What follows belongs to an exercise in optimizing a design on an open flow for small area, a short achievable clock period and few clock cycles per item; a production flow would make more cautious choices.
Power figures rest on the tool's default switching activity, not on a simulated workload.

==> pepper <==
// cordic_multiply
module cordic_multiply #(
    parameter WL = 16,
    parameter FL = 14,
    parameter N_ITER = 15
)(
    input  wire                 clk,
    input  wire                 rst_n,
    input  wire                 start,
    input  wire signed [WL-1:0] in1,
    input  wire signed [WL-1:0] in2,
    output wire signed [WL-1:0] out,
    output reg                  done
);
export LEC_CHECK = 0
export CAP_MARGIN = 20
export CORE_MARGIN = 2
export CORE_UTILIZATION = 40
export CTS_BUF_LIST = sky130_fd_sc_hd__clkbuf_4
export SETUP_SLACK_MARGIN = 3.1
export SLEW_MARGIN = 20
export SYNTH_HIERARCHICAL = 1
export SYNTH_MINIMUM_KEEP_SIZE = 0
create_clock -name core_clock -period 7.0 [get_ports {clk}]
standard.sh (not shown) runs the stock make flow with config.mk's settings and CLKGATE_MAP_FILE= SYNTH_SCRIPT=/design/flow/synth_recipe.tcl, a recipe that flattens the netlist after the stock synthesis.
==> flow/flow/run.sh <==
#!/bin/bash
# Layout flow: the standard flow (standard.sh, unchanged synthesis and
# steps), except that the port buffers are the platform's smallest buffer
# (buf_1) instead of the default pick; repair_design still resizes them where
# a load needs it.  The full output goes to standard.log in this folder.
set -euo pipefail
export BUFFER_PORTS_ARGS="-buffer_cell sky130_fd_sc_hd__buf_1"
bash standard.sh > standard.log 2>&1
==> harbor (differences from pepper) <==
--- a/flow/design.v
+++ b/flow/design.v
@@ -8,17 +8,17 @@
     input  wire                 start,
     input  wire signed [WL-1:0] in1,
     input  wire signed [WL-1:0] in2,
     output wire signed [WL-1:0] out,
     output reg                  done
 );
     reg  [15:1] ya_r, yb_r;
     reg         c0_r, p16_r;
-    reg  [10:2] yc_r;
+    reg  [8:2] yc_r;
     wire p1 = ~(in1[0]);
     wire p2 = ~(in1[1]);
     wire p3 = ~(in1[2]);
     wire p4 = ~(in1[3]);
     wire p5 = ~(in1[4]);
     wire p6 = ~(in1[5]);
     wire p7 = ~(in1[6]);
     wire p8 = ~(in1[7]);
@@ -350,87 +350,87 @@
     cm_fa us333 (.a(p124), .b(p125), .ci(c316), .s(s333), .co(c334));
     wire s335, c336;
     cm_fa us335 (.a(c318), .b(c320), .ci(s329), .s(s335), .co(c336));
     wire s337, c338;
     cm_fa us337 (.a(s331), .b(c322), .ci(c324), .s(s337), .co(c338));
     wire s339, c340;
     cm_fa us339 (.a(s333), .b(s335), .ci(c326), .s(s339), .co(c340));
     wire s341, c342;
-    cm_fa us341 (.a(p126), .b(p127), .ci(p128), .s(s341), .co(c342));
+    cm_fa us341 (.a(s337), .b(c328), .ci(s339), .s(s341), .co(c342));
     wire s343, c344;
-    cm_fa us343 (.a(p129), .b(p130), .ci(p131), .s(s343), .co(c344));
+    cm_fa us343 (.a(p126), .b(p127), .ci(p128), .s(s343), .co(c344));
     wire s345, c346;
-    cm_fa us345 (.a(p132), .b(c330), .ci(c332), .s(s345), .co(c346));
+    cm_fa us345 (.a(p129), .b(p130), .ci(p131), .s(s345), .co(c346));
     wire s347, c348;
-    cm_fa us347 (.a(s341), .b(s343), .ci(c334), .s(s347), .co(c348));
+    cm_fa us347 (.a(p132), .b(c330), .ci(c332), .s(s347), .co(c348));
     wire s349, c350;
-    cm_fa us349 (.a(c336), .b(s345), .ci(c338), .s(s349), .co(c350));
+    cm_fa us349 (.a(s343), .b(s345), .ci(c334), .s(s349), .co(c350));
     wire s351, c352;
-    cm_fa us351 (.a(p133), .b(p134), .ci(p135), .s(s351), .co(c352));
+    cm_fa us351 (.a(c336), .b(s347), .ci(c338), .s(s351), .co(c352));
     wire s353, c354;
-    cm_fa us353 (.a(p136), .b(p137), .ci(p138), .s(s353), .co(c354));
+    cm_fa us353 (.a(s349), .b(c340), .ci(s351), .s(s353), .co(c354));
     wire s355, c356;
-    cm_fa us355 (.a(c342), .b(c344), .ci(s351), .s(s355), .co(c356));
+    cm_fa us355 (.a(p133), .b(p134), .ci(p135), .s(s355), .co(c356));
     wire s357, c358;
-    cm_fa us357 (.a(s353), .b(c346), .ci(s355), .s(s357), .co(c358));
+    cm_fa us357 (.a(p136), .b(p137), .ci(p138), .s(s357), .co(c358));
     wire s359, c360;
-    cm_fa us359 (.a(c348), .b(s357), .ci(c350), .s(s359), .co(c360));
+    cm_fa us359 (.a(c344), .b(c346), .ci(s355), .s(s359), .co(c360));
     wire s361, c362;
-    cm_fa us361 (.a(p139), .b(p140), .ci(p141), .s(s361), .co(c362));
+    cm_fa us361 (.a(s357), .b(c348), .ci(s359), .s(s361), .co(c362));
     wire s363, c364;
-    cm_fa us363 (.a(p142), .b(p143), .ci(c352), .s(s363), .co(c364));
+    cm_fa us363 (.a(c350), .b(s361), .ci(c352), .s(s363), .co(c364));
     wire s365, c366;
-    cm_fa us365 (.a(c354), .b(s361), .ci(c356), .s(s365), .co(c366));
+    cm_fa us365 (.a(p139), .b(p140), .ci(p141), .s(s365), .co(c366));
     wire s367, c368;
-    cm_fa us367 (.a(s363), .b(c358), .ci(s365), .s(s367), .co(c368));
+    cm_fa us367 (.a(p142), .b(p143), .ci(c356), .s(s367), .co(c368));
     wire s369, c370;
-    cm_fa us369 (.a(p144), .b(p145), .ci(p146), .s(s369), .co(c370));
+    cm_fa us369 (.a(c358), .b(s365), .ci(c360), .s(s369), .co(c370));
     wire s371, c372;
-    cm_fa us371 (.a(p147), .b(c362), .ci(s369), .s(s371), .co(c372));
+    cm_fa us371 (.a(s367), .b(c362), .ci(s369), .s(s371), .co(c372));
     wire s373, c374;
-    cm_fa us373 (.a(c364), .b(s371), .ci(c366), .s(s373), .co(c374));
+    cm_fa us373 (.a(p144), .b(p145), .ci(p146), .s(s373), .co(c374));
     wire s375, c376;
-    cm_fa us375 (.a(p148), .b(p149), .ci(p150), .s(s375), .co(c376));
+    cm_fa us375 (.a(p147), .b(c366), .ci(s373), .s(s375), .co(c376));
     wire s377, c378;
-    cm_fa us377 (.a(c370), .b(s375), .ci(c372), .s(s377), .co(c378));
+    cm_fa us377 (.a(c368), .b(s375), .ci(c370), .s(s377), .co(c378));
     wire s379, c380;
-    cm_fa us379 (.a(p151), .b(p152), .ci(c376), .s(s379), .co(c380));
+    cm_fa us379 (.a(p148), .b(p149), .ci(p150), .s(s379), .co(c380));
     wire s381, c382;
-    cm_fa us381 (.a(p153), .b(p154), .ci(c380), .s(s381), .co(c382));
-    wire [16:0] ya = {s381, c378, c374, c368, c360, s359, s347, s337, s325, c296, s295, s277, s257, s235, s211, s187, s167};
-    wire [16:0] yb = {1'b1, s379, s377, s373, s367, 1'b1, c340, c328, c314, c298, c280, c260, c238, s237, c190, s189, 1'b1};
+    cm_fa us381 (.a(c374), .b(s379), .ci(c376), .s(s381), .co(c382));
+    wire s383, c384;
+    cm_fa us383 (.a(p151), .b(p152), .ci(c380), .s(s383), .co(c384));
+    wire s385, c386;
+    cm_fa us385 (.a(p153), .b(p154), .ci(c384), .s(s385), .co(c386));
+    wire [16:0] ya = {s385, c382, c378, c372, c364, c354, c342, s341, s325, c296, s295, s277, s257, s235, s211, s187, s167};
+    wire [16:0] yb = {1'b1, s383, s381, s377, s371, s363, s353, 1'b1, c314, c298, c280, c260, c238, s237, c190, s189, 1'b1};
     wire        cy0 = ya[0] | yb[0];        
     wire        sx16 = ~(ya[16] ^ yb[16]);  
     always @(posedge clk) begin
         ya_r  <= ya[15:1];
         yb_r  <= yb[15:1];
         c0_r  <= cy0;
         p16_r <= sx16;
     end
     always @(posedge clk)
-        yc_r <= {s349, s339, s327, s313, s297, s279, s259, 1'b1, s213};
+        yc_r <= {s327, s313, s297, s279, s259, 1'b1, s213};
     wire ys2_0, yk3_2;
     cm_fa urys2_0 (.a(ya_r[2]), .b(yb_r[2]), .ci(yc_r[2]), .s(ys2_0), .co(yk3_2));
     wire ys3_0, yk4_3;
     cm_fa urys3_0 (.a(ya_r[3]), .b(yb_r[3]), .ci(yk3_2), .s(ys3_0), .co(yk4_3));
     wire ys4_1, yk5_3;
     cm_fa urys4_1 (.a(ya_r[4]), .b(yb_r[4]), .ci(yc_r[4]), .s(ys4_1), .co(yk5_3));
     wire ys5_1, yk6_3;
     cm_fa urys5_1 (.a(ya_r[5]), .b(yb_r[5]), .ci(yc_r[5]), .s(ys5_1), .co(yk6_3));
     wire ys6_1, yk7_3;
     cm_fa urys6_1 (.a(ya_r[6]), .b(yb_r[6]), .ci(yc_r[6]), .s(ys6_1), .co(yk7_3));
     wire ys7_1, yk8_3;
     cm_fa urys7_1 (.a(ya_r[7]), .b(yb_r[7]), .ci(yc_r[7]), .s(ys7_1), .co(yk8_3));
-    wire ys8_1, yk9_3;
-    cm_fa urys8_1 (.a(ya_r[8]), .b(yb_r[8]), .ci(yc_r[8]), .s(ys8_1), .co(yk9_3));
-    wire ys9_1, yk10_3;
-    cm_fa urys9_1 (.a(ya_r[9]), .b(yb_r[9]), .ci(yc_r[9]), .s(ys9_1), .co(yk10_3));
-    wire ys10_1, yk11_1;
-    cm_fa urys10_1 (.a(ya_r[10]), .b(yb_r[10]), .ci(yc_r[10]), .s(ys10_1), .co(yk11_1));
+    wire ys8_1, yk9_1;
+    cm_fa urys8_1 (.a(ya_r[8]), .b(yb_r[8]), .ci(yc_r[8]), .s(ys8_1), .co(yk9_1));
     wire [15:1] ya2, yb2;
     assign ya2[1] = ya_r[1];
     assign yb2[1] = yb_r[1];
     assign ya2[2] = ys2_0;
     assign yb2[2] = 1'b1;
     assign ya2[3] = ys3_0;
     assign yb2[3] = 1'b1;
     assign ya2[4] = yk4_3;
@@ -438,22 +438,22 @@
     assign ya2[5] = yk5_3;
     assign yb2[5] = ys5_1;
     assign ya2[6] = yk6_3;
     assign yb2[6] = ys6_1;
     assign ya2[7] = yk7_3;
     assign yb2[7] = ys7_1;
     assign ya2[8] = yk8_3;
     assign yb2[8] = ys8_1;
-    assign ya2[9] = yk9_3;
-    assign yb2[9] = ys9_1;
-    assign ya2[10] = yk10_3;
-    assign yb2[10] = ys10_1;
+    assign ya2[9] = ya_r[9];
+    assign yb2[9] = yk9_1;
+    assign ya2[10] = ya_r[10];
+    assign yb2[10] = yb_r[10];
     assign ya2[11] = ya_r[11];
-    assign yb2[11] = yk11_1;
+    assign yb2[11] = yb_r[11];
     assign ya2[12] = ya_r[12];
     assign yb2[12] = yb_r[12];
     assign ya2[13] = ya_r[13];
     assign yb2[13] = yb_r[13];
     assign ya2[14] = ya_r[14];
     assign yb2[14] = yb_r[14];
     assign ya2[15] = ya_r[15];
     assign yb2[15] = yb_r[15];
==> cedar (differences from pepper) <==
- SETUP_SLACK_MARGIN: 3.1 -> 2.9
==> summary.txt <==
	cedar	pepper	harbor
Combinational Power	2490 uW	2740 uW	2240 uW
Last weighted congestion value of the routability-driven placer	0.8900	0.8709	0.8541
Amount of wire on met3 after detailed routing	676 um	957 um	594 um
Met1 Use GR	0.2669	0.2743	0.2802
Number of flip-flops and latches	39	39	37
Register bit total from synthesis	39	39	37
Number of fill cells	1083	1062	1081
Met2 Track Usage GR	0.3297	0.3301	0.3041
Sink Count	39	39	37
Outcome	complete, no violations	complete, no violations	complete, no violations
Number of signal-net buffers in the layout	59	64	58
Peak supply drop	0.6545 mV	0.9818 mV	0.7949 mV
Timing-limited maximum frequency	242.2 MHz	239.7 MHz	244.8 MHz
Leakage power	0.002022 uW	0.002085 uW	0.002015 uW
Buf/Inv on CP	2	1	1
No functional check of the RTL was part of any run of this note.

========
==> inputs of trial 62 <==
Another version of the RTL of cordic_multiply (not shown whole).
clock: 7.0 ns
lec_check: 0
cap_margin: 20
core_margin: 2
core_utilization: 40
cts_buf_list: sky130_fd_sc_hd__clkbuf_4
setup_slack_margin: 2.5
slew_margin: 20
synth_hierarchical: 1
synth_minimum_keep_size: 0
==> flow/flow/run.sh <==
#!/bin/bash
# Layout flow: the standard flow (standard.sh, unchanged synthesis and
# steps), except that the port buffers are the platform's smallest buffer
# (buf_1) instead of the default pick; repair_design still resizes them where
# a load needs it.  The full output goes to standard.log in this folder.
set -euo pipefail
export BUFFER_PORTS_ARGS="-buffer_cell sky130_fd_sc_hd__buf_2"
bash standard.sh > standard.log 2>&1
==> trial 2: changes against trial 62 <==
--- a/flow/design.v
+++ b/flow/design.v
@@ -6,18 +6,17 @@
     input  wire                 clk,
     input  wire                 rst_n,
     input  wire                 start,
     input  wire signed [WL-1:0] in1,
     input  wire signed [WL-1:0] in2,
     output wire signed [WL-1:0] out,
     output reg                  done
 );
-    reg  [15:1] ya_r, yb_r;
-    reg         c0_r, p16_r;
+    reg  [16:0] ya_r, yb_r;
     wire p1 = ~(in1[0]);
     wire p2 = ~(in1[1]);
     wire p3 = ~(in1[2]);
     wire p4 = ~(in1[3]);
     wire p5 = ~(in1[4]);
     wire p6 = ~(in1[5]);
     wire p7 = ~(in1[6]);
     wire p8 = ~(in1[7]);
@@ -309,17 +308,17 @@
     cm_fa us293 (.a(s183), .b(s233), .ci(s235), .s(s293), .co(c294));
     wire s295, c296;
     cm_fa us295 (.a(s189), .b(s191), .ci(s237), .s(s295), .co(c296));
     wire s297, c298;
     cm_fa us297 (.a(c234), .b(c236), .ci(s239), .s(s297), .co(c298));
     wire s299, c300;
     cm_fa us299 (.a(s241), .b(c238), .ci(c240), .s(s299), .co(c300));
     wire s301, c302;
-    cm_fa us301 (.a(s243), .b(s245), .ci(1'b1), .s(s301), .co(c302));
+    cm_han us301 (.a(s243), .b(s245), .s(s301), .co(c302));
     wire s303, c304;
     cm_fa us303 (.a(s247), .b(s249), .ci(c242), .s(s303), .co(c304));
     wire s305, c306;
     cm_fa us305 (.a(s251), .b(c244), .ci(c246), .s(s305), .co(c306));
     wire s307, c308;
     cm_fa us307 (.a(s253), .b(s255), .ci(c248), .s(s307), .co(c308));
     wire s309, c310;
     cm_fa us309 (.a(c250), .b(s257), .ci(c252), .s(s309), .co(c310));
@@ -379,17 +378,17 @@
     cm_fa us363 (.a(p147), .b(s339), .ci(c336), .s(s363), .co(c364));
     wire s365, c366;
     cm_fa us365 (.a(p148), .b(p149), .ci(p150), .s(s365), .co(c366));
     wire s367, c368;
     cm_fa us367 (.a(s229), .b(s231), .ci(s289), .s(s367), .co(c368));
     wire s369, c370;
     cm_fa us369 (.a(c290), .b(s291), .ci(s293), .s(s369), .co(c370));
     wire s371, c372;
-    cm_fa us371 (.a(s297), .b(s341), .ci(1'b1), .s(s371), .co(c372));
+    cm_han us371 (.a(s297), .b(s341), .s(s371), .co(c372));
     wire s373, c374;
     cm_fa us373 (.a(s301), .b(c342), .ci(s343), .s(s373), .co(c374));
     wire s375, c376;
     cm_fa us375 (.a(s305), .b(c344), .ci(s345), .s(s375), .co(c376));
     wire s377, c378;
     cm_fa us377 (.a(c306), .b(c346), .ci(s347), .s(s377), .co(c378));
     wire s379, c380;
     cm_fa us379 (.a(c310), .b(s349), .ci(c348), .s(s379), .co(c380));
@@ -407,29 +406,25 @@
     cm_fa us391 (.a(c334), .b(s361), .ci(c360), .s(s391), .co(c392));
     wire s393, c394;
     cm_fa us393 (.a(c338), .b(s363), .ci(c362), .s(s393), .co(c394));
     wire s395, c396;
     cm_fa us395 (.a(c340), .b(s365), .ci(c364), .s(s395), .co(c396));
     wire s397, c398;
     cm_fa us397 (.a(p151), .b(p152), .ci(c366), .s(s397), .co(c398));
     wire s399, c400;
-    cm_fa us399 (.a(p153), .b(p154), .ci(1'b1), .s(s399), .co(c400));
+    cm_han us399 (.a(p153), .b(p154), .s(s399), .co(c400));
     wire [16:0] ya = {s399, s397, s395, s393, s391, s389, s387, s385, s383, s381, s379, s377, s375, s373, s371, s369, s367};
     wire [16:0] yb = {c398, c396, c394, c392, c390, c388, c386, c384, c382, c380, c378, c376, c374, c372, c370, c368, 1'b1};
-    wire        cy0 = ya[0] | yb[0];        
-    wire        sx16 = ~(ya[16] ^ yb[16]);  
     always @(posedge clk) begin
-        ya_r  <= ya[15:1];
-        yb_r  <= yb[15:1];
-        c0_r  <= cy0;
-        p16_r <= sx16;
+        ya_r <= ya;
+        yb_r <= yb;
     end
-    wire [16:0] sum = {p16_r, ya_r, 1'b1} + {1'b1, yb_r, c0_r};
-    assign out = ~sum[16:1];
+    wire [16:0] yn = ya_r + yb_r + 17'd1;
+    assign out = ~yn[16:1];
     always @(posedge clk or negedge rst_n)
         if (!rst_n) done <= 1'b0;
         else        done <= start;
 endmodule
 module cm_han (
     input  wire a,
     input  wire b,
     output wire s,
==> flow/flow/run.sh (replaced) <==
#!/bin/bash
# Layout flow: the standard flow (standard.sh, unchanged synthesis and
# steps), except that the port buffers are the platform's smallest buffer
# (buf_1) instead of the default pick; repair_design still resizes them where
# a load needs it.  The full output goes to standard.log in this folder.
set -euo pipefail
export BUFFER_PORTS_ARGS="-buffer_cell sky130_fd_sc_hd__buf_1"
bash standard.sh > standard.log 2>&1
- CORE_UTILIZATION: 40 -> 65
- SETUP_SLACK_MARGIN: 2.5 -> unset
==> flow_summary_export.csv <==
group,metric,value,unit
cells_and_area,num_sequential,33,
pwr,net_switching_power,0.000974,W
pwr,power.share.switching,48.5,%
cells_and_area,final-instance-count-excl-fill,580,
cells_and_area,clock_cell_area_share,1.59,%
cells_and_area,num-multi-input-gates,358,
critical_path,arrival,5.08,ns
grt,groute.usage.overall,29.3,%
sta,hold_ws,0.814,ns
floorplan,die_width,88.5,um
pwr,power.static_leakage,1.95,nW
critical_path,path_cells,"buf_1, nand2_1, fa_1, fa_1, fa_1, fa_1, fa_1, fa_1",
pwr,clockPowerShare,6.8,%
grt,via_count_of_the_first_global_routing_pass,3461,
grt,grt_util_met3,3.64,%
cells_and_area,multiInputGateArea,0.00376,mm2
grt,global_route_track_usage_on_met2,49.8,%
clock_tree,worst_path_clk_slew,0.10,ns
floorplan,well_tap_count,96,
sta,setup_slack,2.11,ns
run_status,outcome,"timing/DRC/antenna clean",
[end of results for trial 2]
==> flow_summary_export.csv <==
group,metric,value,unit
critical_path,path_cells,"clkbuf_4, nand2_1, fa_1, fa_1, fa_2, fa_1, fa_1, fa_1",
sta,hold_ws,0.833,ns
pwr,clockPowerShare,4.8,%
sta,setup_slack,2.59,ns
cells_and_area,clock_cell_area_share,1.14,%
grt,via_count_of_the_first_global_routing_pass,3568,
floorplan,well_tap_count,143,
run_status,outcome,"timing/DRC/antenna clean",
cells_and_area,multiInputGateArea,0.00382,mm2
grt,global_route_track_usage_on_met2,29.3,%
grt,grt_util_met3,2.61,%
pwr,net_switching_power,0.00102,W
cells_and_area,num-multi-input-gates,363,
pwr,power.share.switching,48.7,%
critical_path,arrival,4.62,ns
cells_and_area,final-instance-count-excl-fill,617,
pwr,power.static_leakage,2.03,nW
[end of results for trial 62]
No run of this note included a check of the RTL's function; only the layout flow was run.

==> separate check: timing with driven ports <==
The results above use ideal ports. As a check the final layouts listed here were re-extracted and re-timed, cells and wires unchanged.
Step 1 sets driving cells, clkbuf_16 on the clock port and buf_2 on the other inputs (assumed; they add their load-dependent delay and slew).
Step 2 also shifts input and output timing later by t, the mid clock arrival at the registers, as if the neighbouring blocks saw the same clock.
a / b / c = ideal ports / drivers / drivers and shift; a / b = the first two.
run | t (ns) | slack for setup (ns) | worst setup path after step 2 | slew at the worst register clock pin (ns) | pins driven straight from the clock port
pepper | 0.369 | 2.829 / 2.801 / 2.783 | input to register | 0.11 / 0.11 | 1
harbor | 0.356 | 2.915 / 2.888 / 2.794 | input to register | 0.11 / 0.11 | 1
cedar | 0.356 | 2.871 / 2.844 / 2.606 | input to register | 0.11 / 0.11 | 1
trial 62 | 0.338 | 2.585 / 2.559 / 2.222 | input to register | 0.09 / 0.09 | 1
trial 2 | 0.338 | 2.109 / 2.110 / 1.772 | input to register | 0.10 / 0.10 | 1
After both steps every run listed still meets setup and hold. For trial 62, which loses most, drivers alone change the setup slack by -0.026 ns; drivers and shift together by -0.363 ns.
